This design comes from an exercise in tuning for small area and a short achievable clock period on the open sky130 flow, not from production work.
RTL that was checked went through simulation tests only; none was proved equivalent to the original.
No functional check of the RTL was part of runs 2 to 4.
Power is estimated from default activity; no workload was simulated.

**flow/constraint.sdc**
```tcl
create_clock -name core_clock -period 6.0 [get_ports {clk}]
set_input_delay 1.2000 -clock core_clock [delete_from_list [all_inputs] [get_ports {clk}]]
set_output_delay 1.2000 -clock core_clock [all_outputs]
set_load 0.01 [all_outputs]
```
**flow/config.mk**
```make
export PLATFORM = sky130hd
export DESIGN_NAME = CPU
export DESIGN_NICKNAME = CPU
export VERILOG_FILES = /design/flow/design.v
export SDC_FILE = /design/flow/constraint.sdc
export NUM_CORES = 4
export LEC_CHECK = 0
export CAP_MARGIN = 20
export CORE_MARGIN = 2
export CORE_UTILIZATION = 40
export SLEW_MARGIN = 20
```
**flow/run.sh**
```bash
#!/bin/bash
# synth_recipe.tcl (not shown) runs the flow's synth.tcl, then flattens the netlist and writes it again
# the make line also repeats each setting of config.mk as NAME=value (left out here)
make -C /OpenROAD-flow-scripts/flow DESIGN_CONFIG=/design/flow/config.mk WORK_HOME=/design/flow/orfs CLKGATE_MAP_FILE= SYNTH_SCRIPT=/design/flow/synth_recipe.tcl finish
```
**flow/design.v**
```verilog
module TC_Splitter8 (in, out0, out1, out2, out3, out4, out5, out6, out7);
    parameter UUID = 0;
    parameter NAME = "";
    input [7:0] in;
    output out0;
    output out1;
    output out2;
    output out3;
    output out4;
    output out5;
    output out6;
    output out7;
    assign {out7, out6, out5, out4, out3, out2, out1, out0} = in;
endmodule
module TC_Decoder3 (dis, sel0, sel1, sel2, out0, out1, out2, out3, out4, out5, out6, out7);
    parameter UUID = 0;
    parameter NAME = "";
    input dis;
    input sel0;
    input sel1;
    input sel2;
    output reg out0;
    output reg out1;
    output reg out2;
    output reg out3;
    output reg out4;
    output reg out5;
    output reg out6;
    output reg out7;
    always @ (dis or sel2 or sel1 or sel0)
    begin
        case({dis, sel2, sel1, sel0})
        4'b0000 : {out7, out6, out5, out4, out3, out2, out1, out0} = 8'b0000_0001;
        4'b0001 : {out7, out6, out5, out4, out3, out2, out1, out0} = 8'b0000_0010;
        4'b0010 : {out7, out6, out5, out4, out3, out2, out1, out0} = 8'b0000_0100;
        4'b0011 : {out7, out6, out5, out4, out3, out2, out1, out0} = 8'b0000_1000;
        4'b0100 : {out7, out6, out5, out4, out3, out2, out1, out0} = 8'b0001_0000;
        4'b0101 : {out7, out6, out5, out4, out3, out2, out1, out0} = 8'b0010_0000;
        4'b0110 : {out7, out6, out5, out4, out3, out2, out1, out0} = 8'b0100_0000;
        4'b0111 : {out7, out6, out5, out4, out3, out2, out1, out0} = 8'b1000_0000;
        default : {out7, out6, out5, out4, out3, out2, out1, out0} = 8'b0000_0000;
        endcase
    end 
endmodule
module TC_Switch(en, in, out);
    parameter UUID = 0;
    parameter NAME = "";
    parameter BIT_WIDTH = 1;
    input en;
    input [BIT_WIDTH-1:0] in;
    output [BIT_WIDTH-1:0] out;
    reg [BIT_WIDTH-1:0] outval;
    always @ (en or in) begin
        case(en)
        1'b0 : outval = {BIT_WIDTH{1'b0}};
        1'b1 : outval = in;
        endcase
    end
    assign out = outval;
endmodule
module TC_Mux(sel, in0, in1, out);
    parameter UUID = 0;
    parameter NAME = "";
    parameter BIT_WIDTH = 1;
    input sel;
    input [BIT_WIDTH-1:0] in0;
    input [BIT_WIDTH-1:0] in1;
    output reg [BIT_WIDTH-1:0] out;
    always @ (sel or in0 or in1) begin
        case(sel)
        1'b0 : out = in0;
        1'b1 : out = in1;
        endcase
    end
endmodule
module TC_Counter (clk, rst, save, in, out);
    parameter UUID = 0;
    parameter NAME = "";
    parameter BIT_WIDTH = 8;
    parameter count = 1;
    input clk;
    input rst;
    input save;
    input [BIT_WIDTH-1:0] in;
    output reg [BIT_WIDTH-1:0] out;
    reg [BIT_WIDTH-1:0] value;
    always @ (posedge clk) begin
        if (rst) begin
            out <= {BIT_WIDTH{1'b0}};
            value <= {BIT_WIDTH{1'b0}};
        end else begin
            if (save) begin
                out <= in;
                value <= in + count;
            end else begin
                out <= value;
                value <= value + count;
            end
        end
    end
endmodule
module TC_Not(in, out);
    parameter UUID = 0;
    parameter NAME = "";
    parameter BIT_WIDTH = 1;
    input [BIT_WIDTH-1:0] in;
    output [BIT_WIDTH-1:0] out;
    assign out = ~in;
endmodule
module TC_Or(in0, in1, out);
    parameter UUID = 0;
    parameter NAME = "";
    parameter BIT_WIDTH = 1;
    input [BIT_WIDTH-1:0] in0;
    input [BIT_WIDTH-1:0] in1;
    output [BIT_WIDTH-1:0] out;
    assign out = in0 | in1;
endmodule
module TC_Or3(in0, in1, in2, out);
    parameter UUID = 0;
    parameter NAME = "";
    parameter BIT_WIDTH = 1;
    input [BIT_WIDTH-1:0] in0;
    input [BIT_WIDTH-1:0] in1;
    input [BIT_WIDTH-1:0] in2;
    output [BIT_WIDTH-1:0] out;
    assign out = in0 | in1 | in2;
endmodule
module TC_And(in0, in1, out);
    parameter UUID = 0;
    parameter NAME = "";
    parameter BIT_WIDTH = 1;
    input [BIT_WIDTH-1:0] in0;
    input [BIT_WIDTH-1:0] in1;
    output [BIT_WIDTH-1:0] out;
    assign out = in0 & in1;
endmodule
module TC_Nor(in0, in1, out);
    parameter UUID = 0;
    parameter NAME = "";
    parameter BIT_WIDTH = 1;
    input [BIT_WIDTH-1:0] in0;
    input [BIT_WIDTH-1:0] in1;
    output [BIT_WIDTH-1:0] out;
    assign out = ~(in0 | in1);
endmodule
module TC_Xor(in0, in1, out);
    parameter UUID = 0;
    parameter NAME = "";
    parameter BIT_WIDTH = 1;
    input [BIT_WIDTH-1:0] in0;
    input [BIT_WIDTH-1:0] in1;
    output [BIT_WIDTH-1:0] out;
    assign out = in0 ^ in1;
endmodule
module TC_Add (in0, in1, ci, out, co);
    parameter UUID = 0;
    parameter NAME = "";
    parameter BIT_WIDTH = 1;
    input [BIT_WIDTH-1:0] in0;
    input [BIT_WIDTH-1:0] in1;
    input ci;
    output [BIT_WIDTH-1:0] out;
    output co;
    assign {co, out} = in0 + in1 + ci;
endmodule
module TC_Neg (in, out);
    parameter UUID = 0;
    parameter NAME = "";
    parameter BIT_WIDTH = 1;
    input [BIT_WIDTH-1:0] in;
    output [BIT_WIDTH-1:0] out;
    assign out = {BIT_WIDTH{1'b0}} - in;
endmodule
module TC_Constant(out);
    parameter UUID = 0;
    parameter NAME = "";
    parameter BIT_WIDTH = 1;
    parameter value = {BIT_WIDTH{1'b0}};
    output [BIT_WIDTH-1:0] out;
    assign out = value;
endmodule
module TC_Register(clk, rst, load, save, in, out);
    parameter UUID = 0;
    parameter NAME = "";
    parameter BIT_WIDTH = 1;
    input clk;
    input rst;
    input load;
    input save;
    input [BIT_WIDTH-1:0] in;
    output [BIT_WIDTH-1:0] out;
    reg [BIT_WIDTH-1:0] value;
    always @(posedge clk) begin
        if (rst) begin
            value <= {BIT_WIDTH{1'b0}};
        end else if (save) begin
            value <= in;
        end
    end
    assign out = rst ? {BIT_WIDTH{1'b0}} : (load ? value : {BIT_WIDTH{1'b0}});
endmodule
module TC_SegmentDisplay (clk, rst, enable, value);
    parameter UUID = 0;
    parameter NAME = "";
    input clk;
    input rst;
    input enable;
    input [7:0] value;
endmodule
module DEC (clk, rst, opcode, imme, condition, cal, copy);
  parameter UUID = 0;
  parameter NAME = "";
  input wire clk;
  input wire rst;
  input  wire [7:0] opcode;
  output  wire [0:0] imme;
  output  wire [0:0] condition;
  output  wire [0:0] cal;
  output  wire [0:0] copy;
    wire [0:0] wire_0;
  wire [0:0] wire_1;
  wire [0:0] wire_2;
  assign imme = wire_2;
  wire [0:0] wire_3;
  assign condition = wire_3;
  wire [0:0] wire_4;
  wire [0:0] wire_5;
  assign cal = wire_5;
  wire [0:0] wire_6;
  assign copy = wire_6;
  wire [7:0] wire_7;
  assign wire_7 = opcode;
  wire [0:0] wire_8;
  TC_Splitter8 # (.UUID(64'd827310526666029203 ^ UUID)) Splitter8_0 (.in(wire_7), .out0(), .out1(), .out2(), .out3(), .out4(), .out5(), .out6(wire_1), .out7(wire_0));
  TC_Nor # (.UUID(64'd906105695261242525 ^ UUID), .BIT_WIDTH(64'd1)) Nor_1 (.in0(wire_1), .in1(wire_0), .out(wire_2));
  TC_And # (.UUID(64'd3789704926614815027 ^ UUID), .BIT_WIDTH(64'd1)) And_2 (.in0(wire_0), .in1(wire_1), .out(wire_3));
  TC_Xor # (.UUID(64'd856303867671499959 ^ UUID), .BIT_WIDTH(64'd1)) Xor_3 (.in0(wire_0), .in1(wire_1), .out(wire_4));
  TC_Xor # (.UUID(64'd3369899527930689728 ^ UUID), .BIT_WIDTH(64'd1)) Xor_4 (.in0(wire_0), .in1(wire_1), .out(wire_8));
  TC_And # (.UUID(64'd755252315778961311 ^ UUID), .BIT_WIDTH(64'd1)) And_5 (.in0(wire_1), .in1(wire_4), .out(wire_5));
  TC_And # (.UUID(64'd2053104498862861711 ^ UUID), .BIT_WIDTH(64'd1)) And_6 (.in0(wire_0), .in1(wire_8), .out(wire_6));
endmodule
module ALU (clk, rst, cmd, input1, input2, \output );
  parameter UUID = 0;
  parameter NAME = "";
  input wire clk;
  input wire rst;
  input  wire [7:0] cmd;
  input  wire [7:0] input1;
  input  wire [7:0] input2;
  output  wire [7:0] \output ;
    wire [0:0] wire_0;
  wire [7:0] wire_1;
  wire [7:0] wire_2;
  wire [7:0] wire_2_0;
  wire [7:0] wire_2_1;
  wire [7:0] wire_2_2;
  wire [7:0] wire_2_3;
  wire [7:0] wire_2_4;
  wire [7:0] wire_2_5;
  assign wire_2 = wire_2_0|wire_2_1|wire_2_2|wire_2_3|wire_2_4|wire_2_5;
  assign \output  = wire_2;
  wire [0:0] wire_3;
  wire [7:0] wire_4;
  assign wire_4 = input1;
  wire [0:0] wire_5;
  wire [0:0] wire_6;
  wire [0:0] wire_7;
  wire [0:0] wire_8;
  wire [7:0] wire_9;
  assign wire_9 = input2;
  wire [7:0] wire_10;
  wire [7:0] wire_11;
  wire [7:0] wire_12;
  wire [7:0] wire_13;
  wire [7:0] wire_14;
  wire [7:0] wire_15;
  wire [7:0] wire_16;
  wire [7:0] wire_17;
  wire [7:0] wire_18;
  wire [7:0] wire_19;
  wire [7:0] wire_20;
  wire [7:0] wire_21;
  wire [7:0] wire_22;
  wire [7:0] wire_23;
  wire [0:0] wire_24;
  wire [7:0] wire_25;
  wire [7:0] wire_26;
  wire [7:0] wire_27;
  wire [7:0] wire_28;
  wire [0:0] wire_29;
  wire [7:0] wire_30;
  wire [7:0] wire_31;
  wire [0:0] wire_32;
  wire [7:0] wire_33;
  wire [7:0] wire_34;
  wire [7:0] wire_35;
  assign wire_35 = cmd;
  wire [7:0] wire_36;
  wire [7:0] wire_37;
  TC_Or # (.UUID(64'd1029278905383820776 ^ UUID), .BIT_WIDTH(64'd8)) Or8_0 (.in0(wire_20), .in1(wire_31), .out(wire_16));
  TC_Not # (.UUID(64'd1855087917867058098 ^ UUID), .BIT_WIDTH(64'd8)) Not8_1 (.in(wire_18), .out(wire_20));
  TC_Not # (.UUID(64'd1120555654468192161 ^ UUID), .BIT_WIDTH(64'd8)) Not8_2 (.in(wire_14), .out(wire_31));
  TC_Or # (.UUID(64'd4087604044960771246 ^ UUID), .BIT_WIDTH(64'd8)) Or8_3 (.in0(wire_34), .in1(wire_22), .out(wire_21));
  TC_Not # (.UUID(64'd1605617921455847448 ^ UUID), .BIT_WIDTH(64'd8)) Not8_4 (.in(wire_21), .out(wire_30));
  TC_Or # (.UUID(64'd2585052386329273930 ^ UUID), .BIT_WIDTH(64'd8)) Or8_5 (.in0(wire_37), .in1(wire_17), .out(wire_36));
  TC_Not # (.UUID(64'd3425828984370853204 ^ UUID), .BIT_WIDTH(64'd8)) Not8_6 (.in(wire_36), .out(wire_25));
  TC_Not # (.UUID(64'd673144019471828146 ^ UUID), .BIT_WIDTH(64'd8)) Not8_7 (.in(wire_26), .out(wire_37));
  TC_Not # (.UUID(64'd3365265557724810005 ^ UUID), .BIT_WIDTH(64'd8)) Not8_8 (.in(wire_10), .out(wire_17));
  TC_Or # (.UUID(64'd3577820485719657908 ^ UUID), .BIT_WIDTH(64'd8)) Or8_9 (.in0(wire_19), .in1(wire_28), .out(wire_23));
  TC_Splitter8 # (.UUID(64'd2795288827045885747 ^ UUID)) Splitter8_10 (.in(wire_35), .out0(wire_32), .out1(wire_24), .out2(wire_29), .out3(), .out4(), .out5(), .out6(), .out7());
  TC_Switch # (.UUID(64'd4468983803232351222 ^ UUID), .BIT_WIDTH(64'd8)) Switch8_11 (.en(wire_0), .in(wire_4), .out(wire_18));
  TC_Switch # (.UUID(64'd395591505664693870 ^ UUID), .BIT_WIDTH(64'd8)) Switch8_12 (.en(wire_0), .in(wire_9), .out(wire_14));
  TC_Switch # (.UUID(64'd1601402203432394550 ^ UUID), .BIT_WIDTH(64'd8)) Switch8_13 (.en(wire_3), .in(wire_4), .out(wire_34));
  TC_Switch # (.UUID(64'd970195613402418433 ^ UUID), .BIT_WIDTH(64'd8)) Switch8_14 (.en(wire_3), .in(wire_9), .out(wire_22));
  TC_Switch # (.UUID(64'd1974079933648512979 ^ UUID), .BIT_WIDTH(64'd8)) Switch8_15 (.en(wire_8), .in(wire_4), .out(wire_26));
  TC_Switch # (.UUID(64'd2113715048216053677 ^ UUID), .BIT_WIDTH(64'd8)) Switch8_16 (.en(wire_8), .in(wire_9), .out(wire_10));
  TC_Switch # (.UUID(64'd1417111000291069272 ^ UUID), .BIT_WIDTH(64'd8)) Switch8_17 (.en(wire_7), .in(wire_4), .out(wire_19));
  TC_Switch # (.UUID(64'd2620733236984203592 ^ UUID), .BIT_WIDTH(64'd8)) Switch8_18 (.en(wire_7), .in(wire_9), .out(wire_28));
  TC_Decoder3 # (.UUID(64'd3431927245054413885 ^ UUID)) Decoder3_19 (.dis(1'd0), .sel0(wire_32), .sel1(wire_24), .sel2(wire_29), .out0(wire_7), .out1(wire_0), .out2(wire_3), .out3(wire_8), .out4(wire_6), .out5(wire_5), .out6(), .out7());
  TC_Switch # (.UUID(64'd888147644563154846 ^ UUID), .BIT_WIDTH(64'd8)) Switch8_20 (.en(wire_7), .in(wire_23), .out(wire_2_1));
  TC_Switch # (.UUID(64'd2228716300505859704 ^ UUID), .BIT_WIDTH(64'd8)) Switch8_21 (.en(wire_0), .in(wire_16), .out(wire_2_0));
  TC_Switch # (.UUID(64'd1607598335967245297 ^ UUID), .BIT_WIDTH(64'd8)) Switch8_22 (.en(wire_3), .in(wire_30), .out(wire_2_2));
  TC_Switch # (.UUID(64'd299260152923995108 ^ UUID), .BIT_WIDTH(64'd8)) Switch8_23 (.en(wire_8), .in(wire_25), .out(wire_2_3));
  TC_Add # (.UUID(64'd169074278508500186 ^ UUID), .BIT_WIDTH(64'd8)) Add8_24 (.in0(wire_1), .in1(wire_11), .ci(1'd0), .out(wire_15), .co());
  TC_Add # (.UUID(64'd2574134166858126510 ^ UUID), .BIT_WIDTH(64'd8)) Add8_25 (.in0(wire_27), .in1(wire_12), .ci(1'd0), .out(wire_33), .co());
  TC_Switch # (.UUID(64'd629117182162894566 ^ UUID), .BIT_WIDTH(64'd8)) Switch8_26 (.en(wire_6), .in(wire_4), .out(wire_1));
  TC_Switch # (.UUID(64'd4347130703739876119 ^ UUID), .BIT_WIDTH(64'd8)) Switch8_27 (.en(wire_6), .in(wire_9), .out(wire_11));
  TC_Switch # (.UUID(64'd2731706839471440459 ^ UUID), .BIT_WIDTH(64'd8)) Switch8_28 (.en(wire_6), .in(wire_15), .out(wire_2_4));
  TC_Neg # (.UUID(64'd1635506308924341396 ^ UUID), .BIT_WIDTH(64'd8)) Neg8_29 (.in(wire_13), .out(wire_12));
  TC_Switch # (.UUID(64'd2718341691260391934 ^ UUID), .BIT_WIDTH(64'd8)) Switch8_30 (.en(wire_5), .in(wire_4), .out(wire_27));
  TC_Switch # (.UUID(64'd1850747926098071791 ^ UUID), .BIT_WIDTH(64'd8)) Switch8_31 (.en(wire_5), .in(wire_9), .out(wire_13));
  TC_Switch # (.UUID(64'd1099209684752076663 ^ UUID), .BIT_WIDTH(64'd8)) Switch8_32 (.en(wire_5), .in(wire_33), .out(wire_2_5));
endmodule
module COND (clk, rst, condition, \input , \output );
  parameter UUID = 0;
  parameter NAME = "";
  input wire clk;
  input wire rst;
  input  wire [7:0] condition;
  input  wire [7:0] \input ;
  output  wire [0:0] \output ;
    wire [0:0] wire_0;
  wire [0:0] wire_1;
  wire [7:0] wire_2;
  assign wire_2 = \input ;
  wire [0:0] wire_3;
  wire [0:0] wire_4;
  wire [0:0] wire_5;
  wire [0:0] wire_6;
  wire [0:0] wire_7;
  wire [0:0] wire_8;
  wire [0:0] wire_8_0;
  wire [0:0] wire_8_1;
  wire [0:0] wire_8_2;
  wire [0:0] wire_8_3;
  wire [0:0] wire_8_4;
  wire [0:0] wire_8_5;
  wire [0:0] wire_8_6;
  wire [0:0] wire_8_7;
  assign wire_8 = wire_8_0|wire_8_1|wire_8_2|wire_8_3|wire_8_4|wire_8_5|wire_8_6|wire_8_7;
  assign \output  = wire_8;
  wire [0:0] wire_9;
  wire [0:0] wire_10;
  wire [0:0] wire_11;
  wire [0:0] wire_12;
  wire [0:0] wire_13;
  wire [0:0] wire_14;
  wire [0:0] wire_15;
  wire [0:0] wire_16;
  wire [0:0] wire_17;
  wire [0:0] wire_18;
  wire [0:0] wire_19;
  wire [0:0] wire_20;
  wire [0:0] wire_21;
  wire [0:0] wire_22;
  wire [0:0] wire_23;
  wire [0:0] wire_24;
  wire [0:0] wire_25;
  wire [0:0] wire_26;
  wire [0:0] wire_27;
  wire [7:0] wire_28;
  assign wire_28 = condition;
  wire [0:0] wire_29;
  wire [0:0] wire_30;
  wire [0:0] wire_31;
  wire [0:0] wire_32;
  TC_Splitter8 # (.UUID(64'd1626108248391372479 ^ UUID)) Splitter8_0 (.in(wire_28), .out0(wire_16), .out1(wire_23), .out2(wire_32), .out3(), .out4(), .out5(), .out6(), .out7());
  TC_Decoder3 # (.UUID(64'd664719945811842615 ^ UUID)) Decoder3_1 (.dis(1'd0), .sel0(wire_16), .sel1(wire_23), .sel2(wire_32), .out0(wire_5), .out1(wire_18), .out2(wire_15), .out3(wire_24), .out4(wire_17), .out5(wire_11), .out6(wire_31), .out7(wire_1));
  TC_Splitter8 # (.UUID(64'd3409271623388678653 ^ UUID)) Splitter8_2 (.in(wire_2), .out0(wire_12), .out1(wire_26), .out2(wire_9), .out3(wire_0), .out4(wire_27), .out5(wire_29), .out6(wire_14), .out7(wire_3));
  TC_Or3 # (.UUID(64'd4544219891533489094 ^ UUID), .BIT_WIDTH(64'd1)) Or3_3 (.in0(wire_12), .in1(wire_26), .in2(wire_9), .out(wire_6));
  TC_Or3 # (.UUID(64'd812029084129003057 ^ UUID), .BIT_WIDTH(64'd1)) Or3_4 (.in0(wire_0), .in1(wire_27), .in2(wire_29), .out(wire_21));
  TC_Or # (.UUID(64'd3906001498225346400 ^ UUID), .BIT_WIDTH(64'd1)) Or_5 (.in0(wire_14), .in1(wire_3), .out(wire_19));
  TC_Or3 # (.UUID(64'd2236180109743473341 ^ UUID), .BIT_WIDTH(64'd1)) Or3_6 (.in0(wire_6), .in1(wire_21), .in2(wire_19), .out(wire_7));
  TC_Not # (.UUID(64'd2732009158243364202 ^ UUID), .BIT_WIDTH(64'd1)) Not_7 (.in(wire_7), .out(wire_4));
  TC_Switch # (.UUID(64'd1355124367183916583 ^ UUID), .BIT_WIDTH(64'd1)) Switch1_8 (.en(wire_18), .in(wire_4), .out(wire_8_0));
  TC_Switch # (.UUID(64'd2343652008544335172 ^ UUID), .BIT_WIDTH(64'd1)) Switch1_9 (.en(wire_15), .in(wire_3), .out(wire_8_2));
  TC_Or # (.UUID(64'd3524322528432577362 ^ UUID), .BIT_WIDTH(64'd1)) Or_10 (.in0(wire_4), .in1(wire_3), .out(wire_20));
  TC_Switch # (.UUID(64'd1512187370760949314 ^ UUID), .BIT_WIDTH(64'd1)) Switch1_11 (.en(wire_24), .in(wire_20), .out(wire_8_1));
  TC_Switch # (.UUID(64'd1404402443833340378 ^ UUID), .BIT_WIDTH(64'd1)) Switch1_12 (.en(wire_17), .in(wire_30), .out(wire_8_6));
  TC_Constant # (.UUID(64'd4049127725879294253 ^ UUID), .BIT_WIDTH(64'd1), .value(1'd1)) On_13 (.out(wire_30));
  TC_Constant # (.UUID(64'd167062377107786211 ^ UUID), .BIT_WIDTH(64'd1), .value(1'd0)) Off_14 (.out(wire_22));
  TC_Switch # (.UUID(64'd3190015809445638485 ^ UUID), .BIT_WIDTH(64'd1)) Switch1_15 (.en(wire_5), .in(wire_22), .out(wire_8_7));
  TC_Switch # (.UUID(64'd1801256342584983417 ^ UUID), .BIT_WIDTH(64'd1)) Switch1_16 (.en(wire_11), .in(wire_7), .out(wire_8_3));
  TC_Or # (.UUID(64'd1019657907615878222 ^ UUID), .BIT_WIDTH(64'd1)) Or_17 (.in0(wire_4), .in1(wire_10), .out(wire_25));
  TC_Switch # (.UUID(64'd4479935552462623508 ^ UUID), .BIT_WIDTH(64'd1)) Switch1_18 (.en(wire_31), .in(wire_25), .out(wire_8_4));
  TC_Switch # (.UUID(64'd2638523907705458315 ^ UUID), .BIT_WIDTH(64'd1)) Switch1_19 (.en(wire_1), .in(wire_10), .out(wire_8_5));
  TC_And # (.UUID(64'd2181256102390187462 ^ UUID), .BIT_WIDTH(64'd1)) And_20 (.in0(wire_7), .in1(wire_13), .out(wire_10));
  TC_Not # (.UUID(64'd183784368915722352 ^ UUID), .BIT_WIDTH(64'd1)) Not_21 (.in(wire_3), .out(wire_13));
endmodule
module RegisterPlus (clk, rst, rd_en, \input , wr_en, output_always, Output);
  parameter UUID = 0;
  parameter NAME = "";
  input wire clk;
  input wire rst;
  input  wire [0:0] rd_en;
  input  wire [7:0] \input ;
  input  wire [0:0] wr_en;
  output  wire [7:0] output_always;
  output  wire [7:0] Output;
    wire [7:0] wire_0;
  assign wire_0 = \input ;
  wire [7:0] wire_1;
  assign output_always = wire_1;
  wire [0:0] wire_2;
  assign wire_2 = rd_en;
  wire [0:0] wire_3;
  wire [0:0] wire_4;
  assign wire_4 = wr_en;
  TC_Register # (.UUID(64'd1 ^ UUID), .BIT_WIDTH(64'd8)) Register8_0 (.clk(clk), .rst(rst), .load(wire_3), .save(wire_4), .in(wire_0), .out(wire_1));
  TC_Constant # (.UUID(64'd2 ^ UUID), .BIT_WIDTH(64'd1), .value(1'd1)) On_1 (.out(wire_3));
  TC_Switch # (.UUID(64'd3587491547824661070 ^ UUID), .BIT_WIDTH(64'd8)) Output8z_2 (.en(wire_2), .in(wire_1), .out(Output));
endmodule
module CPU (clk, input_8bit, output_8bit ,cmd_addr, cmd_8bit, rst);
  parameter UUID = 0;
  parameter NAME = "";
  input wire 		clk;
  input wire 		rst;
  input wire [7:0] 	input_8bit;
  input wire [7:0] 	cmd_8bit  ;
  output wire [7:0] output_8bit;
  output reg  [7:0] cmd_addr   ;
  wire [7:0] wire_0;
  wire [7:0] wire_0_0;
  wire [7:0] wire_0_1;
  wire [7:0] wire_0_2;
  wire [7:0] wire_0_3;
  wire [7:0] wire_0_4;
  wire [7:0] wire_0_5;
  wire [7:0] wire_0_6;
  wire [7:0] wire_0_7;
  wire [7:0] wire_0_8;
  assign wire_0 = wire_0_0|wire_0_1|wire_0_2|wire_0_3|wire_0_4|wire_0_5|wire_0_6|wire_0_7|wire_0_8;
  wire [0:0] wire_1;
  wire [0:0] wire_2;
  wire [0:0] wire_3;
  wire [0:0] wire_4;
  wire [7:0] wire_5;
  wire [7:0] wire_6;
  wire [7:0] wire_7;
  wire [0:0] wire_8;
  wire [0:0] wire_9;
  wire [0:0] wire_10;
  wire [0:0] wire_11;
  wire [7:0] wire_12;
  wire [0:0] wire_13;
  wire [0:0] wire_14;
  wire [0:0] wire_15;
  wire [7:0] wire_16;
  wire [0:0] wire_17;
  wire [0:0] wire_18;
  wire [7:0] wire_19;
  wire [0:0] wire_20;
  wire [7:0] wire_21;
  wire [7:0] wire_22;
  wire [0:0] wire_23;
  wire [0:0] wire_24;
  wire [0:0] wire_25;
  wire [7:0] wire_26;
  wire [7:0] wire_27;
  wire [0:0] wire_28;
  wire [0:0] wire_29;
  wire [0:0] wire_30;
  wire [0:0] wire_31;
  wire [0:0] wire_32;
  wire [0:0] wire_33;
  wire [0:0] wire_34;
  wire [0:0] wire_35;
  wire [0:0] wire_36;
  wire [7:0] wire_37;
  assign wire_0_4 = rst ? 8'b0 : (wire_8 ? input_8bit : 8'b0);   
  assign output_8bit = rst ? 8'b0 : (wire_25 ? wire_0 : 8'b0);   
  assign wire_16 = cmd_8bit;                                     
  TC_Splitter8 # (.UUID(64'd1740909036157118627 ^ UUID)) Splitter8_0 (.in(wire_16), .out0(wire_24), .out1(wire_10), .out2(wire_33), .out3(wire_29), .out4(wire_35), .out5(wire_2), .out6(), .out7());
  TC_Decoder3 # (.UUID(64'd3285532197686644414 ^ UUID)) Decoder3_1 (.dis(wire_20), .sel0(wire_24), .sel1(wire_10), .sel2(wire_33), .out0(wire_18), .out1(wire_9), .out2(wire_15), .out3(wire_13), .out4(wire_32), .out5(wire_31), .out6(wire_25), .out7());
  TC_Decoder3 # (.UUID(64'd2068417560946943622 ^ UUID)) Decoder3_2 (.dis(wire_20), .sel0(wire_29), .sel1(wire_35), .sel2(wire_2), .out0(wire_30), .out1(wire_36), .out2(wire_14), .out3(wire_23), .out4(wire_11), .out5(wire_34), .out6(wire_8), .out7());
  TC_Switch # (.UUID(64'd325150327384652478 ^ UUID), .BIT_WIDTH(64'd8)) Switch8_3 (.en(wire_4), .in(wire_22), .out(wire_0_7));
  TC_Mux # (.UUID(64'd723863209402855404 ^ UUID), .BIT_WIDTH(64'd8)) Mux8_4 (.sel(wire_4), .in0({{7{1'b0}}, wire_13 }), .in1({{7{1'b0}}, wire_4 }), .out(wire_37));
  TC_Counter # (.UUID(64'd2647770476147775263 ^ UUID), .BIT_WIDTH(64'd8), .count(8'd1)) Counter8_5 (.clk(clk), .rst(rst), .save(wire_1), .in(wire_5), .out(wire_6));
  TC_Mux # (.UUID(64'd4158782181600309462 ^ UUID), .BIT_WIDTH(64'd8)) Mux8_6 (.sel(wire_3), .in0({{7{1'b0}}, wire_18 }), .in1({{7{1'b0}}, wire_3 }), .out(wire_27));
  TC_Switch # (.UUID(64'd3888359016934678901 ^ UUID), .BIT_WIDTH(64'd8)) Switch8_7 (.en(wire_3), .in(wire_16), .out(wire_0_8));
  TC_Not # (.UUID(64'd3155310201563455113 ^ UUID), .BIT_WIDTH(64'd1)) Not_8 (.in(wire_17), .out(wire_20));
  TC_Switch # (.UUID(64'd347437319060339452 ^ UUID), .BIT_WIDTH(64'd8)) Switch8_9 (.en(wire_28), .in(wire_16), .out(wire_7));
  DEC # (.UUID(64'd561234129375555341 ^ UUID)) DEC_11 (.clk(clk), .rst(rst), .opcode(wire_16), .imme(wire_3), .condition(wire_28), .cal(wire_4), .copy(wire_17));
  ALU # (.UUID(64'd3203376692861713137 ^ UUID)) ALU_12 (.clk(clk), .rst(rst), .cmd(wire_16), .input1(wire_26), .input2(wire_12), .\output (wire_22));
  COND # (.UUID(64'd3319144537462594360 ^ UUID)) COND_13 (.clk(clk), .rst(rst), .condition(wire_7), .\input (wire_21), .\output (wire_1));
  RegisterPlus # (.UUID(64'd2013824320296903733 ^ UUID)) RegisterPlus_14 (.clk(clk), .rst(rst), .rd_en(wire_30), .\input (wire_0), .wr_en(wire_27[0:0]), .output_always(wire_5), .Output(wire_0_5));
  RegisterPlus # (.UUID(64'd4393917700000120423 ^ UUID)) RegisterPlus_15 (.clk(clk), .rst(rst), .rd_en(wire_36), .\input (wire_0), .wr_en(wire_9), .output_always(wire_26), .Output(wire_0_6));
  RegisterPlus # (.UUID(64'd898038243217137729 ^ UUID)) RegisterPlus_16 (.clk(clk), .rst(rst), .rd_en(wire_14), .\input (wire_0), .wr_en(wire_15), .output_always(wire_12), .Output(wire_0_3));
  RegisterPlus # (.UUID(64'd2922266585936576169 ^ UUID)) RegisterPlus_17 (.clk(clk), .rst(rst), .rd_en(wire_23), .\input (wire_0), .wr_en(wire_37[0:0]), .output_always(wire_21), .Output(wire_0_2));
  RegisterPlus # (.UUID(64'd2122138527428093258 ^ UUID)) RegisterPlus_18 (.clk(clk), .rst(rst), .rd_en(wire_11), .\input (wire_0), .wr_en(wire_32), .output_always(), .Output(wire_0_1));
  RegisterPlus # (.UUID(64'd4446153895860665334 ^ UUID)) RegisterPlus_19 (.clk(clk), .rst(rst), .rd_en(wire_34), .\input (wire_0), .wr_en(wire_31), .output_always(), .Output(wire_0_0));
  TC_SegmentDisplay # (.UUID(64'd4193781903170062915 ^ UUID)) SegmentDisplay_22 (.clk(clk), .rst(rst), .enable(wire_25), .value(wire_0));
  always@(posedge clk) begin  
	if(rst)
		cmd_addr <= 'b0;
	else
		cmd_addr <= wire_6;
  end
endmodule
```
==> results of run 1 <==
==> cells by family after synthesis <==
logic type / after synthesis / synth area share
simple gates: 217 / 0.224
compound gates: 139 / 0.225
flops: 72 / 0.308
buf+inv: 48 / 0.0460
mux: 45 / 0.106
xor+xnor: 24 / 0.0449
fa+ha+maj: 16 / 0.0460
==> layer usage <==
| layer | GRT usage | share of wire | vias up |
|---|---|---|---|
| met4 | 0.0463 | 0.0096 | 0 |
| met5 | 0 | 0 | - |
| met1 | 0.302 | 0.47 | 2004 |
| li1 | - | - | 2072 |
| met3 | 0.0535 | 0.067 | 12 |
| met2 | 0.337 | 0.45 | 155 |
==> worst reg2reg max path, stage by stage, from the launching register on <==
cell and delay, ns:
dfxtp_1 0.41, and3_1 0.20, ha_1 0.22, fa_1 0.43
a21oi_1 0.27, o211ai_1 0.14, a21oi_1 0.21, mux2i_1 0.30
nand3_1 0.13, o31a_1 0.25
==> power by group <==
| group | internal, mW | switching (mW) | total, mW |
|---|---|---|---|
| Combinational | 0.0708 | 0.0929 | 0.164 |
| Clock | 0.406 | 0.206 | 0.613 |
| Sequential | 0.498 | 0.0193 | 0.518 |
==> cells in the final DEF, fill, tap and decap left out, drive strengths merged, types with 3 or more instances in the layout <==
cell type | synthesis | final
mux4 | 3 | 3
nand2b | 7 | 7
o2bb2ai | 4 | 4
nand2 | 37 | 37
o21a | 4 | 4
clkdlybuf4s50 | 0 | 32
xnor2 | 10 | 10
a211oi | 32 | 32
inv | 8 | 9
o211ai | 6 | 6
mux2i | 37 | 37
o21ai | 22 | 22
a22oi | 5 | 5
o21ba | 5 | 5
dfxtp | 72 | 72
and2 | 10 | 10
mux2 | 5 | 5
a211o | 3 | 3
o31a | 3 | 3
o221ai | 5 | 5
nor2b | 21 | 21
bufinv | 0 | 3
nor2 | 89 | 89
clkinv | 0 | 3
and3 | 18 | 18
xor2 | 14 | 14
nor3 | 12 | 12
buf | 17 | 20
o22ai | 8 | 8
a21oi | 19 | 19
clkbuf | 23 | 9
nor3b | 3 | 3
nand3 | 9 | 9
ha | 14 | 14
==> flip-flops by register name, indices dropped and copies added, names as in the netlist <==
signal	count
RegisterPlus_14.Register8_0.value	8
RegisterPlus_17.Register8_0.value	8
Counter8_5.value	8
RegisterPlus_19.Register8_0.value	8
RegisterPlus_18.Register8_0.value	8
cmd_addr	8
Counter8_5.out	8
RegisterPlus_16.Register8_0.value	8
RegisterPlus_15.Register8_0.value	8
==> cell type report <==
type                       instances  share of cell area
inverter                           8             0.00547
clock buffer                       9              0.0410
multi-input combinational        441               0.552
tap                              143              0.0326
sequential                        72               0.263
clock inverter                     7              0.0214
timing repair buffer              52              0.0853
==> metrics by stage <==
step | cells | instance area (um2) | setup slack (ns)
6_report | 732 | 5490 | 0.348
5_1_grt | 732 | 5490 | 0.156
4_1_cts | 732 | 5490 | 0.420
3_5_place_dp | 716 | 5140 | 0.450
3_3_place_gp | 716 | 5140 | 0.518
2_1_floorplan | 561 | 4680 | 1.08
==> worst max-delay path by stage <==
| stage | from | end |
|---|---|---|
| detailed placement | cmd_8bit[0] | output_8bit[6] |
| floorplan | cmd_8bit[2] | output_8bit[4] |
| global route | cmd_8bit[1] | output_8bit[3] |
| CTS | cmd_8bit[0] | output_8bit[6] |
| finish | cmd_8bit[0] | output_8bit[6] |
| global placement | cmd_8bit[1] | output_8bit[3] |
==> metrics.yaml, run 1 <==
cts_resized: 0
tightest_slew_ns: 0.912
multi_input_area_um2: 3030
core_area_um2: 11400
max_stage_delay_ns: 0.50
synthesis.nets: 595
hold_ws_ns: 0.437
required_ns: 4.80
row_count: 39
overflow: 0
clkLatencyLatePin_ns: 0.34
drc_errors: 0
setup_violations: 0
synth_area_um2: 4680
final_nets: 618
antenna_left: 0
p_leak_nw: 1.97
hold_path_end: "cmd_addr[0]$_SDFF_PP0_"
rrSetupSlack_ns: 3.31
rsz0062_at_grt: "no"
cts_hold_buf: 0
grt_max_degree: 44
register_area_um2: 1440
n_antenna_cell: 0
timing.slew.headroom: 0.390
start_util: 0.410
critPathCaptureType: "primary output"
yosys_warnings: 49
arrival_ns: 4.45
wl_mm: 13.2
vdd_drop_max_mv: 0.139
path_class: "input port to primary output"
post_synth.cell_area_avg_um2: 8.34
period_needed_ns: 5.65
hold_start: "Counter8_5.out[0]$_SDFF_PP0_"
fill_cells: 1110
cp.depth: 13
yosys_register_bits: 72
yosysSeqAreaShare: 0.308
synth_edf_count: 0
crit_fanout: 15
synth_cells: 561
grt_usage: 0.215
yosysTopAreaCell: "dfxtp_1"
cts_setup_buffers: 0
wire_per_inst_um: 18.1
dp_hpwl_mm: 9.64
skew_ns: 0.00873
start_kind: "input port"
timing.rr.end: "RegisterPlus_17.Register8_0.value[6]$_SDFFE_PP0P_"
portBuffers: 33
chipWidth_um: 112
drt_first_pass_iters: 5
area_growth_syn_to_layout_pct: 17.3
min_path_cells: 1
vias: 4243
critPathTopFamily: "buffers and inverters"
synthTopCellsByArea: "dfxtp_1, mux2i_1, nor2_1"
die_area_um2: 12600
yosysMostFrequentCell: "nor2_1"
r2r_cells: 9
maxCapViolations: 0
vias_per_cell: 5.80
cts_sinks: 72
slowest_stage: "clkdlybuf4s50_1"
power.density_nw_per_um2: 236
power_mw: 1.29
synth_top_area_frac: 0.308
drive_above_1_share: 0.112
die_h_um: 112
min_path_type: "flop to flop"
finish.utilization: 0.481
timing.final.crit_share: 0.942
ys_types: 64
numCtsBuffers: 9
drv_slew: 0
antenna_found_initial: 0
htreeDepth: 3
grt_pass1_wl_mm: 21.8
cp_cell_sequence: "clkdlybuf4s50_1 -> nor2_1 -> and2_1 -> buf_4 -> and3_1 -> fa_1 -> a21oi_1 -> o211ai_1 -> a21oi_1 -> mux2i_1 -> o21a_1 -> nor2_1 -> clkdlybuf4s50_1"
drt_iter0_markers: 335
fin_setup_tns_ns: 0
fmax_mhz: 177
cts_buffer_depth: 2
outcome: "timing/DRC/antenna clean"
critPathBufInv: 3
grt_pass1_vias: 4212
reg2reg_from: "RegisterPlus_15.Register8_0.value[0]$_SDFFE_PP0P_"
root_buffer: "clkbuf_16"
gp_congestion: 0.878
async_flop_share: 0
hold_viol_final: 0
ys_dominant_reg_cell: "dfxtp_1"
io_pins: 34
path_clk_slew_ns: 0.06
synthTopCellsByCount: "nor2_1, dfxtp_1, mux2i_1, nand2_1, a211oi_1"
cts_tree: "yes"
==> inputs of run 2 (changes only) <==
==> flow/design.v (replaced) <==
module CPU (clk, input_8bit, output_8bit, cmd_addr, cmd_8bit, rst);
  input  wire       clk;
  input  wire       rst;
  input  wire [7:0] input_8bit;
  input  wire [7:0] cmd_8bit;
  output wire [7:0] output_8bit;
  output reg  [7:0] cmd_addr;
  reg [7:0] r0, r1, r2, r3, r4, r5;
  reg [7:0] f;
  reg       boot;
  wire [1:0] op = cmd_8bit[7:6];
  wire [2:0] s  = cmd_8bit[5:3];
  wire [2:0] d  = cmd_8bit[2:0];
  wire is_imm = (op == 2'b00);
  wire is_cal = (op == 2'b01);
  wire is_cpy = (op == 2'b10);
  wire is_cnd = (op == 2'b11);
  wire cp = is_cpy & ~rst;
  wire [7:0] bus = ({8{cp & (s == 3'd0)}} & r0)
                 | ({8{cp & (s == 3'd1)}} & r1)
                 | ({8{cp & (s == 3'd2)}} & r2)
                 | ({8{cp & (s == 3'd3)}} & r3)
                 | ({8{cp & (s == 3'd4)}} & r4)
                 | ({8{cp & (s == 3'd5)}} & r5)
                 | ({8{cp & (s == 3'd6)}} & input_8bit);
  assign output_8bit = {8{d == 3'd6}} & bus;
  wire       sub = (d[2:0] == 3'd5);
  wire [7:0] b   = r2 ^ {8{sub}};
  wire [7:0] sum = r1 + b + {7'd0, sub};
  wire [7:0] g   = r1 & b;
  wire [7:0] o   = r1 | b;
  wire [7:0] lg  = (d[0] ? g : o) ^ {8{d[0] ^ d[1]}};
  wire [7:0] alu = d[2] ? (d[1] ? 8'd0 : sum) : lg;
  wire       cal = is_cal & ~rst;
  wire z = (r3 == 8'd0);
  wire n = r3[7];
  wire t = d[2] ^ (d[0] & z | d[1] & n);
  wire jump = is_cnd & t;
  wire [7:0] r0_in = bus | ({8{is_imm & ~rst}} & cmd_8bit);
  wire [7:0] r3_in = bus | ({8{cal}} & alu);
  wire we0 = rst | is_imm | (is_cpy & d == 3'd0);
  wire we1 = rst | (is_cpy & d == 3'd1);
  wire we2 = rst | (is_cpy & d == 3'd2);
  wire we3 = rst | is_cal | (is_cpy & d == 3'd3);
  wire we4 = rst | (is_cpy & d == 3'd4);
  wire we5 = rst | (is_cpy & d == 3'd5);
  always @(posedge clk) begin
    if (we0) r0 <= r0_in;
    if (we1) r1 <= bus;
    if (we2) r2 <= bus;
    if (we3) r3 <= r3_in;
    if (we4) r4 <= bus;
    if (we5) r5 <= bus;
  end
  always @(posedge clk) begin
    if (rst) begin
      cmd_addr <= 8'd0;
      f        <= 8'd0;
      boot     <= 1'b1;
    end else begin
      cmd_addr <= f;
      f        <= jump ? r0 : f + {7'd0, ~boot};
      boot     <= 1'b0;
    end
  end
endmodule
--- a/flow/config.mk
+++ b/flow/config.mk
@@ -9,3 +9,4 @@
 export CORE_MARGIN = 2
 export CORE_UTILIZATION = 40
+export SETUP_SLACK_MARGIN = 3.0
 export SLEW_MARGIN = 20
==> metrics.yaml, run 2 <==
final_nets: 457  # -26%
slowest_stage: "a221o_2"
path_class: "input port to primary output"
gp_congestion: 0.871  # -0.80%
fill_cells: 794  # -28%
vdd_drop_max_mv: 0.106  # -23%
swShare: 0.278  # +0.0323
finish.utilization: 0.565  # +0.0842
max_stage_delay_ns: 0.38  # -0.12 ns
hold_viol_final: 0  # unchanged
cts_sinks: 65  # -9.7%
die_h_um: 101  # -9.9%
worst_slack_ns: 2.22  # +1.87 ns
yosysTopAreaCell: "edfxtp_1"
p_int_uw: 818  # -16%
dpl.cell_count: 474  # -34%
wl_mm: 10.5  # -21%
start_util: 0.410  # about the same
overflow: 0  # unchanged
synth_edf_count: 48  # +48
numCtsBuffers: 9  # unchanged
yosys_warnings: 1  # -98%
min_path_type: "flop to flop"
die_area_um2: 10200  # -19%
p_sw_uw: 316  # -0.86%
setup_violations: 0  # unchanged
critPathCaptureType: "primary output"
antenna_left: 0  # unchanged
clkLatencyLatePin_ns: 0.35  # about the same
period_needed_ns: 3.78  # -1.87 ns
row_count: 35  # -10%
tightest_slew_ns: 1.11  # +0.199 ns
htreeDepth: 3  # unchanged
skew_ns: 0.0103  # +0.00161 ns
grt_pass1_vias: 2903  # -31%
required_ns: 4.80  # about the same
grt_max_degree: 29  # -34%
p_leak_nw: 2.11  # +6.8%
cp_cell_sequence: "buf_8 -> and3b_2 -> nor4b_4 -> buf_6 -> a221o_2 -> nor3_4 -> nor2_2 -> buf_2"
grt_pass1_wl_mm: 16.3  # -25%
final_cell_area_um2: 5190  # -5.4%
ys_types: 58  # -9.4%
outcome: "timing/DRC/antenna clean"
cts_buffer_depth: 2  # unchanged
dp_hpwl_mm: 7.07  # -27%
post_synth.cell_area_avg_um2: 11.0  # +32%
placedInstanceArea_um2: 4350  # -15%
power_mw: 1.13  # -12%
synthTopCellsByArea: "edfxtp_1, dfxtp_1, ha_1"
timing.slew.headroom: 0.258  # -0.132
path_clk_slew_ns: 0.07  # about the same
root_buffer: "clkbuf_8"
arrival_ns: 2.58  # -1.87 ns
yosys_register_bits: 65  # -9.7%
drv_slew: 0  # unchanged
chipWidth_um: 101  # -9.9%
synthTopCellsByCount: "edfxtp_1, inv_1, nand2_1"
final_common_cell: "edfxtp_1"
rsz0062_at_grt: "yes"
synthesis.nets: 382  # -36%
antenna_found_initial: 0  # unchanged
grt_usage: 0.215  # about the same
drt_iter0_markers: 223  # -33%
power.density_nw_per_um2: 218  # -7.4%
vias: 2996  # -29%
timing.final.crit_share: 0.631  # -0.311
synth_cells: 343  # -39%
area_growth_syn_to_layout_pct: 37.9
crit_fanout: 8  # -7
drc_errors: 0  # unchanged
most-common-layout-cells: "edfxtp_1, buf_4, inv_1"
yosysMostFrequentCell: "edfxtp_1"
portBuffers: 33  # unchanged
post-place-ws_ns: 1.03  # +0.576 ns
vias_per_cell: 5.61  # -3.2%
fmax_mhz: 264  # +49%
async_flop_share: 0  # unchanged
synth_area_um2: 3770  # -19%
drive_above_1_share: 0.357  # +0.245
hold_ws_ns: 0.470  # +0.0327 ns
n_antenna_cell: 0  # unchanged
core_area_um2: 9200  # -19%
synth_top_area_frac: 0.383  # +0.0745
p_clk_frac: 0.322  # -0.151
fin_setup_tns_ns: 0  # unchanged
io_pins: 34  # unchanged
combPwrFrac: 0.202  # +0.076
ys_dominant_reg_cell: "edfxtp_1"
cts_tree: "yes"
drt_first_pass_iters: 5  # unchanged
pwr-share-seq: 0.475  # +0.075
wire_per_inst_um: 19.6  # +8.4%
instances_no_fill: 534  # -27%
start_kind: "input port"
maxCapViolations: 0  # unchanged
yosysSeqAreaShare: 0.473  # +0.165
[run 2: cell type report]
class                      instances  area [um2]  area share
multi-input combinational        227        2140       0.412
sequential                        65        1780       0.343
timing repair buffer              80         788       0.152
inverter                          35         151      0.0291
tap                              111         139      0.0267
clock buffer                       9         124      0.0238
clock inverter                     7        70.1      0.0135
[run 2: logic make-up (layout without fill, tap and decap cells)]
| family | count (synthesis) | after routing | synth area share |
|---|---|---|---|
| xor gates and xnor gates | 28 | 28 | 0.0671 |
| and+or+nand+nor | 95 | 95 | 0.163 |
| muxes | 1 | 1 | 0.00266 |
| buffers and inverters | 51 | 131 | 0.0561 |
| adders and majority gates | 21 | 21 | 0.0717 |
| AOI/OAI and AO/OA | 82 | 82 | 0.166 |
| DFF | 65 | 65 | 0.473 |
[run 2: final timing paths]
check / depth (start not counted) / start / to / slack [ns]
hold / removal: 1 / f[0]$_SDFF_PP0_ / cmd_addr[0]$_SDFF_PP0_ / 0.47
setup reg to reg: 8 / r2[0]$_DFFE_PP_ / r3[6]$_DFFE_PP_ / 3.71
setup / recovery: 8 / cmd_8bit[7] / output_8bit[6] / 2.22
hold reg to reg: 1 / f[0]$_SDFF_PP0_ / cmd_addr[0]$_SDFF_PP0_ / 0.47
[run 2: repair_timing]
action	4_1_cts	5_1_grt
hold buffers	0	0
setup endpoints to repair	87	20
gates resized for setup	130	18
endpoints found under the hold margin	0	0
pin swaps	49	35
setup buffers	35	9
[run 2: power groups by stage]
stage          Sequential, mW  Clock [mW]  Combinational [mW]
2_1_floorplan           0.537           0               0.123
3_3_place_gp            0.546           0               0.172
3_5_place_dp            0.547           0               0.174
4_1_cts                 0.538       0.369               0.209
5_1_grt                 0.541       0.392               0.250
6_report                0.539       0.365               0.229
[run 2: worst max-delay path: cells and delay by family]
kind	cells	cell delay (ns)
AOI/OAI and AO/OA	1	0.38
buffers and inverters	3	0.40
and+or+nand+nor	4	0.61
[run 2: layer usage]
metal / track usage / vias up / wire length (um)
li1: - / 1392 / -
met1: 0.292 / 1457 / 4380
met2: 0.345 / 130 / 5130
met3: 0.0527 / 17 / 801
met4: 0.0561 / 0 / 134
met5: 0 / - / 0
==> inputs of run 3 (changes only) <==
--- a/flow/config.mk
+++ b/flow/config.mk
@@ -9,4 +9,4 @@
 export CORE_MARGIN = 2
 export CORE_UTILIZATION = 40
-export SETUP_SLACK_MARGIN = 3.0
+export SETUP_SLACK_MARGIN = 2.0
 export SLEW_MARGIN = 20
==> metrics.yaml, run 3 <==
drive_above_1_share: 0.245  # -0.112
fin_setup_tns_ns: 0  # unchanged
yosysTopAreaCell: "edfxtp_1"
fmax_mhz: 256  # -3.3%
wl_mm: 9.96  # -4.8%
htreeDepth: 3  # unchanged
portBuffers: 33  # unchanged
synthesis.nets: 382  # unchanged
yosysSeqAreaShare: 0.473  # unchanged
die_h_um: 101  # unchanged
synthTopCellsByArea: "edfxtp_1, dfxtp_1, ha_1"
area_growth_syn_to_layout_pct: 22.7
r2r_cells: 8  # unchanged
final_common_cell: "edfxtp_1"
clkLatencyLatePin_ns: 0.35  # about the same
overflow: 0  # unchanged
timing.final.crit_share: 0.652  # +0.0213
critPathCaptureType: "primary output"
most-common-layout-cells: "edfxtp_1, inv_1, nand2_1"
start_util: 0.410  # unchanged
path_class: "input port to primary output"
vdd_drop_max_mv: 0.109  # +2.1%
path_clk_slew_ns: 0.06  # about the same
outcome: "timing/DRC/antenna clean"
synth_top_area_frac: 0.383  # unchanged
synth_cells: 343  # unchanged
n_antenna_cell: 0  # unchanged
p_leak_nw: 1.96  # -7.1%
drc_errors: 0  # unchanged
antenna_left: 0  # unchanged
hold_viol_final: 0  # unchanged
dp_hpwl_mm: 7.18  # +1.6%
power_mw: 1.08  # -5.0%
synthTopCellsByCount: "edfxtp_1, inv_1, nand2_1"
min_path_type: "flop to flop"
placedInstanceArea_um2: 4190  # -3.6%
required_ns: 4.80  # about the same
drv_slew: 0  # unchanged
post_synth.cell_area_avg_um2: 11.0  # unchanged
ys_dominant_reg_cell: "edfxtp_1"
dpl.cell_count: 476  # +0.42%
hold_path_end: "cmd_addr[0]$_SDFF_PP0_"
synth_edf_count: 48  # unchanged
timing.rr.end: "r3[7]$_DFFE_PP_"
core_area_um2: 9200  # unchanged
yosys_register_bits: 65  # unchanged
setup_violations: 0  # unchanged
grt_pass1_vias: 2768  # -4.7%
grt_max_degree: 21  # -28%
drt_first_pass_iters: 5  # unchanged
row_count: 35  # unchanged
antenna_found_initial: 0  # unchanged
rrSetupSlack_ns: 3.67  # -0.04 ns
chipWidth_um: 101  # unchanged
yosysMostFrequentCell: "edfxtp_1"
vias_per_cell: 5.57  # -0.80%
yosys_warnings: 1  # unchanged
crit_fanout: 7  # -1
min_path_cells: 1  # unchanged
maxCapViolations: 0  # unchanged
reg2reg_from: "r2[4]$_DFFE_PP_"
final_cell_area_um2: 4620  # -11%
drt_iter0_markers: 171  # -23%
synth_area_um2: 3770  # unchanged
final_nets: 434  # -5.0%
cts_sinks: 65  # unchanged
ys_types: 58  # unchanged
hold_start: "f[0]$_SDFF_PP0_"
root_buffer: "clkbuf_8"
timing.slew.headroom: 0.291  # +0.0338
grt_pass1_wl_mm: 15.4  # -5.4%
numCtsBuffers: 9  # unchanged
tightest_slew_ns: 1.06  # -0.0505 ns
grt_usage: 0.207  # -0.00847
power.density_nw_per_um2: 233  # +6.8%
hold_ws_ns: 0.468  # -0.00183 ns
startpoint: "rst"
skew_ns: 0.00595  # -0.00440 ns
period_needed_ns: 3.91  # +0.128 ns
vias: 2844  # -5.1%
wire_per_inst_um: 19.5  # -0.48%
io_pins: 34  # unchanged
cts_tree: "yes"
arrival_ns: 2.71  # +0.13 ns
cts_buffer_depth: 2  # unchanged
instances_no_fill: 511  # -4.3%
rsz0062_at_grt: "no"
start_kind: "input port"
async_flop_share: 0  # unchanged
gp_congestion: 0.915  # +5.0%
die_area_um2: 10200  # unchanged
==> run 3: metrics by stage <==
step / utilization / worst slack, ns
2_1_floorplan: - / 2.31
3_3_place_gp: 0.456 / 0.965
3_5_place_dp: 0.456 / 0.937
4_1_cts: 0.499 / 2.00
5_1_grt: 0.503 / 2.03
6_report: 0.503 / 2.09
==> run 3: logic make-up (layout without fill, tap and decap cells) <==
kind of cell             after synthesis  count (layout)  synth area share
AND/OR/NAND/NOR                       95              95             0.163
AO/OA/AOI/OAI                         82              82             0.166
flip-flops                            65              65             0.473
buffers and inverters                 51             108            0.0561
XOR/XNOR                              28              28            0.0671
adder cells (fa/ha/maj)               21              21            0.0717
multiplexers                           1               1           0.00266
==> run 3: cell type report <==
type	instances	area [um2]
repair buffers	57	474
fillers	852	4570
clock buffers	14	184
inverters	35	135
well taps	111	139
clock inverters	2	10.0
multi-input cells	227	1900
flip-flops and latches	65	1780
==> run 3: worst max-delay path: stages <==
cell and delay, ns:
dlygate4sd2_1 0.24, buf_6 0.14, nor3b_4 0.26, and2_4 0.22, buf_4 0.13, a22oi_1 0.09
and3_4 0.19, nor2_1 0.10, buf_2 0.14
==> run 3: routing by layer <==
layer  share of wire  global-route usage  up-vias
li1                -                   -     1343
met1            0.46               0.270     1397
met2            0.48               0.336       88
met3           0.043              0.0430       16
met4           0.017              0.0800        0
met5               0                   0        -
==> run 3: how the worst max path moves through the flow <==
stage	to	slack [ns]	cells after the start
final	output_8bit[5]	2.09	9
after global placement	output_8bit[4]	0.96	7
after detailed placement	output_8bit[3]	0.94	7
after CTS	output_8bit[6]	2.00	7
after floorplan	output_8bit[1]	2.31	6
after global routing	output_8bit[0]	2.03	9
==> run 3: what timing repair did <==
item / in CTS / in global routing
setup buffers: 17 / 2
hold buffers: 0 / 0
pin swaps: 11 / 1
gates resized for setup: 77 / 13
setup endpoints to repair: 13 / 11
==> run 3: power by group <==
group / total [mW] / internal [mW] / switching, mW
clock network: 0.366 / 0.197 / 0.169
registers: 0.536 / 0.514 / 0.0219
logic: 0.175 / 0.0764 / 0.0989
==> inputs of run 4 (changes only) <==
==> flow/design.v (replaced) <==
module CPU (clk, input_8bit, output_8bit, cmd_addr, cmd_8bit, rst);
  input  wire       clk;
  input  wire       rst;
  input  wire [7:0] input_8bit;
  input  wire [7:0] cmd_8bit;
  output wire [7:0] output_8bit;
  output reg  [7:0] cmd_addr;
  reg [7:0] r0, r1, r2, r3, r4, r5;
  reg [7:0] f;
  reg       boot;
  wire [1:0] op = cmd_8bit[7:6];
  wire [2:0] s  = cmd_8bit[5:3];
  wire [2:0] d  = cmd_8bit[2:0];
  wire is_imm = (op == 2'b00);
  wire is_cal = (op == 2'b01);
  wire is_cpy = (op == 2'b10);
  wire is_cnd = (op == 2'b11);
  wire [7:0] bus = ({8{s == 3'd0}} & r0)
                 | ({8{s == 3'd1}} & r1)
                 | ({8{s == 3'd2}} & r2)
                 | ({8{s == 3'd3}} & r3)
                 | ({8{s == 3'd4}} & r4)
                 | ({8{s == 3'd5}} & r5)
                 | ({8{s == 3'd6}} & input_8bit);
  wire out_en = is_cpy & (d == 3'd6) & ~rst;
  assign output_8bit = {8{out_en}} & bus;
  wire [7:0] b   = r2 ^ {8{d[0]}};
  wire [7:0] sum = r1 + b + {7'd0, d[0]};
  wire [7:0] g   = r1 & r2;
  wire [7:0] o   = r1 | r2;
  wire [7:0] lg  = (d[0] ? g : o) ^ {8{d[0] ^ d[1]}};
  wire [7:0] alu = d[2] ? (d[1] ? 8'd0 : sum) : lg;
  wire z = (r3 == 8'd0);
  wire n = r3[7];
  wire t = d[2] ^ (d[0] & z | d[1] & n);
  wire jump = is_cnd & t;
  wire [7:0] r0_in = {8{~rst}} & (is_imm ? cmd_8bit : bus);
  wire [7:0] r3_in = {8{~rst}} & (is_cal ? alu : bus);
  wire [7:0] rx_in = {8{~rst}} & bus;
  wire we0 = rst | is_imm | (is_cpy & d == 3'd0);
  wire we1 = rst | (is_cpy & d == 3'd1);
  wire we2 = rst | (is_cpy & d == 3'd2);
  wire we3 = rst | is_cal | (is_cpy & d == 3'd3);
  wire we4 = rst | (is_cpy & d == 3'd4);
  wire we5 = rst | (is_cpy & d == 3'd5);
  always @(posedge clk) begin
    if (we0) r0 <= r0_in;
    if (we1) r1 <= rx_in;
    if (we2) r2 <= rx_in;
    if (we3) r3 <= r3_in;
    if (we4) r4 <= rx_in;
    if (we5) r5 <= rx_in;
  end
  always @(posedge clk) begin
    if (rst) begin
      cmd_addr <= 8'd0;
      f        <= 8'd0;
      boot     <= 1'b1;
    end else begin
      cmd_addr <= f;
      f        <= jump ? r0 : f + {7'd0, ~boot};
      boot     <= 1'b0;
    end
  end
endmodule
==> metrics.yaml, run 4 <==
outcome: "timing/DRC/antenna clean"
antenna_found_initial: 0  # unchanged
rsz0062_at_grt: "no"
drc_errors: 0  # unchanged
p_leak_nw: 1.68  # -14%
htreeDepth: 3  # unchanged
wire_per_inst_um: 20.0  # +2.9%
core_area_um2: 9110  # -0.95%
synth_edf_count: 48  # unchanged
critPathCaptureType: "primary output"
fin_setup_tns_ns: 0  # unchanged
chipWidth_um: 100  # -0.99%
max_stage_delay_ns: 0.42  # +0.16 ns
synth_area_um2: 3690  # -2.1%
n_antenna_cell: 0  # unchanged
dp_hpwl_mm: 7.01  # -2.4%
ys_types: 56  # -3.4%
critPathTopFamily: "buffers and inverters"
ys_dominant_reg_cell: "edfxtp_1"
power.density_nw_per_um2: 267  # +15%
fill_cells: 856  # +0.47%
crit_fanout: 2  # -5
portBuffers: 33  # unchanged
worst_slack_ns: 2.13  # +0.0461 ns
min_path_cells: 1  # unchanged
drt_first_pass_iters: 5  # unchanged
start_kind: "input port"
post-place-ws_ns: 0.995  # +0.0582 ns
start_util: 0.405  # -0.00458
yosysMostFrequentCell: "edfxtp_1"
grt_pass1_wl_mm: 15.2  # -1.4%
overflow: 0  # unchanged
yosysSeqAreaShare: 0.483  # +0.00994
vdd_drop_max_mv: 0.173  # +59%
yosysTopAreaCell: "edfxtp_1"
synthesis.nets: 354  # -7.3%
die_area_um2: 10000  # -2.0%
drive_above_1_share: 0.195  # -0.0498
final_common_cell: "edfxtp_1"
fmax_mhz: 259  # +1.2%
hold_viol_final: 0  # unchanged
area_growth_syn_to_layout_pct: 19.9
grt_max_degree: 43  # +100%
min_path_type: "flop to flop"
drt_iter0_markers: 237  # +39%
skew_ns: 0.0158  # +0.00980 ns
cts_sinks: 65  # unchanged
gp_congestion: 0.907  # -0.90%
power_mw: 1.18  # +9.8%
die_h_um: 100  # -0.99%
final_cell_area_um2: 4430  # -4.3%
yosys_warnings: 1  # unchanged
slowest_stage: "clkdlybuf4s50_1"
critPathBufInv: 2  # -2
timing.final.crit_share: 0.644  # -0.00769
path_clk_slew_ns: 0.06  # about the same
synth_top_area_frac: 0.391  # +0.00804
required_ns: 4.80  # about the same
cts_tree: "yes"
synthTopCellsByCount: "edfxtp_1, nor2_1, a21oi_1, dfxtp_1, xor2_1"
grt_pass1_vias: 2709  # -2.1%
numCtsBuffers: 9  # unchanged
maxCapViolations: 0  # unchanged
drv_slew: 0  # unchanged
grt_usage: 0.206  # -0.000516
row_count: 35  # unchanged
r2r_cells: 8  # unchanged
synthTopCellsByArea: "edfxtp_1, dfxtp_1, ha_1"
cts_buffer_depth: 2  # unchanged
timing.slew.headroom: 0.693  # +0.402
tightest_slew_ns: 0.459  # -0.602 ns
placedInstanceArea_um2: 4140  # -1.4%
wl_mm: 9.72  # -2.4%
cp_cell_sequence: "clkdlybuf4s50_1 -> mux2_2 -> a221oi_2 -> a21oi_1 -> nor2_2 -> nor2_1 -> dlygate4sd2_1"
async_flop_share: 0  # unchanged
period_needed_ns: 3.87  # -0.0461 ns
cts_hold_buf: 0  # unchanged
cp.depth: 7  # -2
antenna_left: 0  # unchanged
setup_violations: 0  # unchanged
final_nets: 400  # -7.8%
path_class: "input port to primary output"
most-common-layout-cells: "edfxtp_1, nor2_1, clkdlybuf4s50_1"
vias: 2759  # -3.0%
yosys_register_bits: 65  # unchanged
synth_cells: 323  # -5.8%
vias_per_cell: 5.69  # +2.2%
clkLatencyLatePin_ns: 0.35  # about the same
root_buffer: "clkbuf_8"
post_synth.cell_area_avg_um2: 11.4  # +4.0%
arrival_ns: 2.67  # -0.04 ns
io_pins: 34  # unchanged
==> run 4: metal layers <==
metal	up-vias	GRT usage	part of all wire
met4	0	0.0759	0.028
met1	1319	0.267	0.42
met2	120	0.337	0.48
met3	21	0.0501	0.077
li1	1299	-	-
met5	-	0	0
==> run 4: power by group <==
group | internal [mW] | switching, mW | leakage, nW
Sequential | 0.528 | 0.0352 | 0.638
Clock | 0.192 | 0.179 | 0.0889
Combinational | 0.111 | 0.137 | 0.956
==> run 4: final timing paths <==
| check | slack (ns) | to | start |
|---|---|---|---|
| max | 2.13 | output_8bit[7] | input_8bit[7] |
| min | 0.47 | cmd_addr[0]$_SDFF_PP0_ | f[0]$_SDFF_PP0_ |
| max reg2reg | 3.50 | r3[6]$_DFFE_PP_ | r2[0]$_DFFE_PP_ |
| min reg2reg | 0.47 | cmd_addr[0]$_SDFF_PP0_ | f[0]$_SDFF_PP0_ |
==> run 4: logic make-up after synthesis <==
| family | Yosys count | share of synthesized area |
|---|---|---|
| XOR/XNOR | 30 | 0.0783 |
| flip-flops | 65 | 0.483 |
| multiplexers | 20 | 0.0699 |
| adder cells (fa/ha/maj) | 21 | 0.0678 |
| AO/OA/AOI/OAI | 69 | 0.129 |
| AND/OR/NAND/NOR | 97 | 0.143 |
| buffers and inverters | 21 | 0.0285 |
==> run 4: per-stage QoR <==
stage / cells / utilization / hold slack (ns)
floorplan: 323 / - / 0.445
global placement: 459 / 0.454 / 0.456
detailed placement: 459 / 0.454 / 0.463
CTS: 485 / 0.487 / 0.471
global route: 485 / 0.486 / 0.480
finish: 485 / 0.486 / 0.469
==> run 4: final cells by class <==
| cell class | count | area (um2) | share of cell area |
|---|---|---|---|
| Clock inverter | 6 | 66.3 | 0.0150 |
| Tap cell | 111 | 139 | 0.0314 |
| Sequential cell | 65 | 1780 | 0.403 |
| Inverter | 4 | 20.0 | 0.00452 |
| Multi-Input combinational cell | 237 | 1830 | 0.414 |
| Timing Repair Buffer | 52 | 458 | 0.103 |
| Clock buffer | 10 | 128 | 0.0288 |
==> run 4: repair_timing <==
item	in CTS	in global routing
setup endpoints to repair	8	7
pin swaps	6	1
gates resized for setup	37	14
endpoints found under the hold margin	0	0
setup buffers	10	0

[afterwards: timing with drivers on the ports]
How much do the figures lean on ideal ports? The routed layouts below were timed once more, with nothing changed but the port constraints.
Step 1 (the two cells are an assumption about what drives the block):
set clk [get_ports {clk}]
set_driving_cell -lib_cell sky130_fd_sc_hd__clkbuf_16 $clk
set_driving_cell -lib_cell sky130_fd_sc_hd__buf_2 [delete_from_list [all_inputs] $clk]
Step 2 times the ports against the registers' clock, not the clock port: input delays grow and output delays shrink by t, the midpoint of the rising clock arrivals with the driver on.
Three values: ideal ports, drivers, drivers and shift; two values: the first two.
| run | t (ns) | setup WS [ns] | hold WS [ns] |
|---|---|---|---|
| run 1 | 0.365 | 0.348 / 0.325 / 0.325 | 0.437 / 0.437 / 0.437 |
| run 2 | 0.378 | 2.215 / 2.174 / 2.174 | 0.470 / 0.470 / 0.470 |
| run 3 | 0.376 | 2.087 / 2.069 / 1.976 | 0.468 / 0.468 / 0.468 |
| run 4 | 0.378 | 2.133 / 2.112 / 2.036 | 0.469 / 0.469 / 0.469 |
After both steps setup and hold are still met in every run listed. For run 3, which loses most, drivers alone change the setup slack by -0.018 ns; drivers and shift together by -0.111 ns.
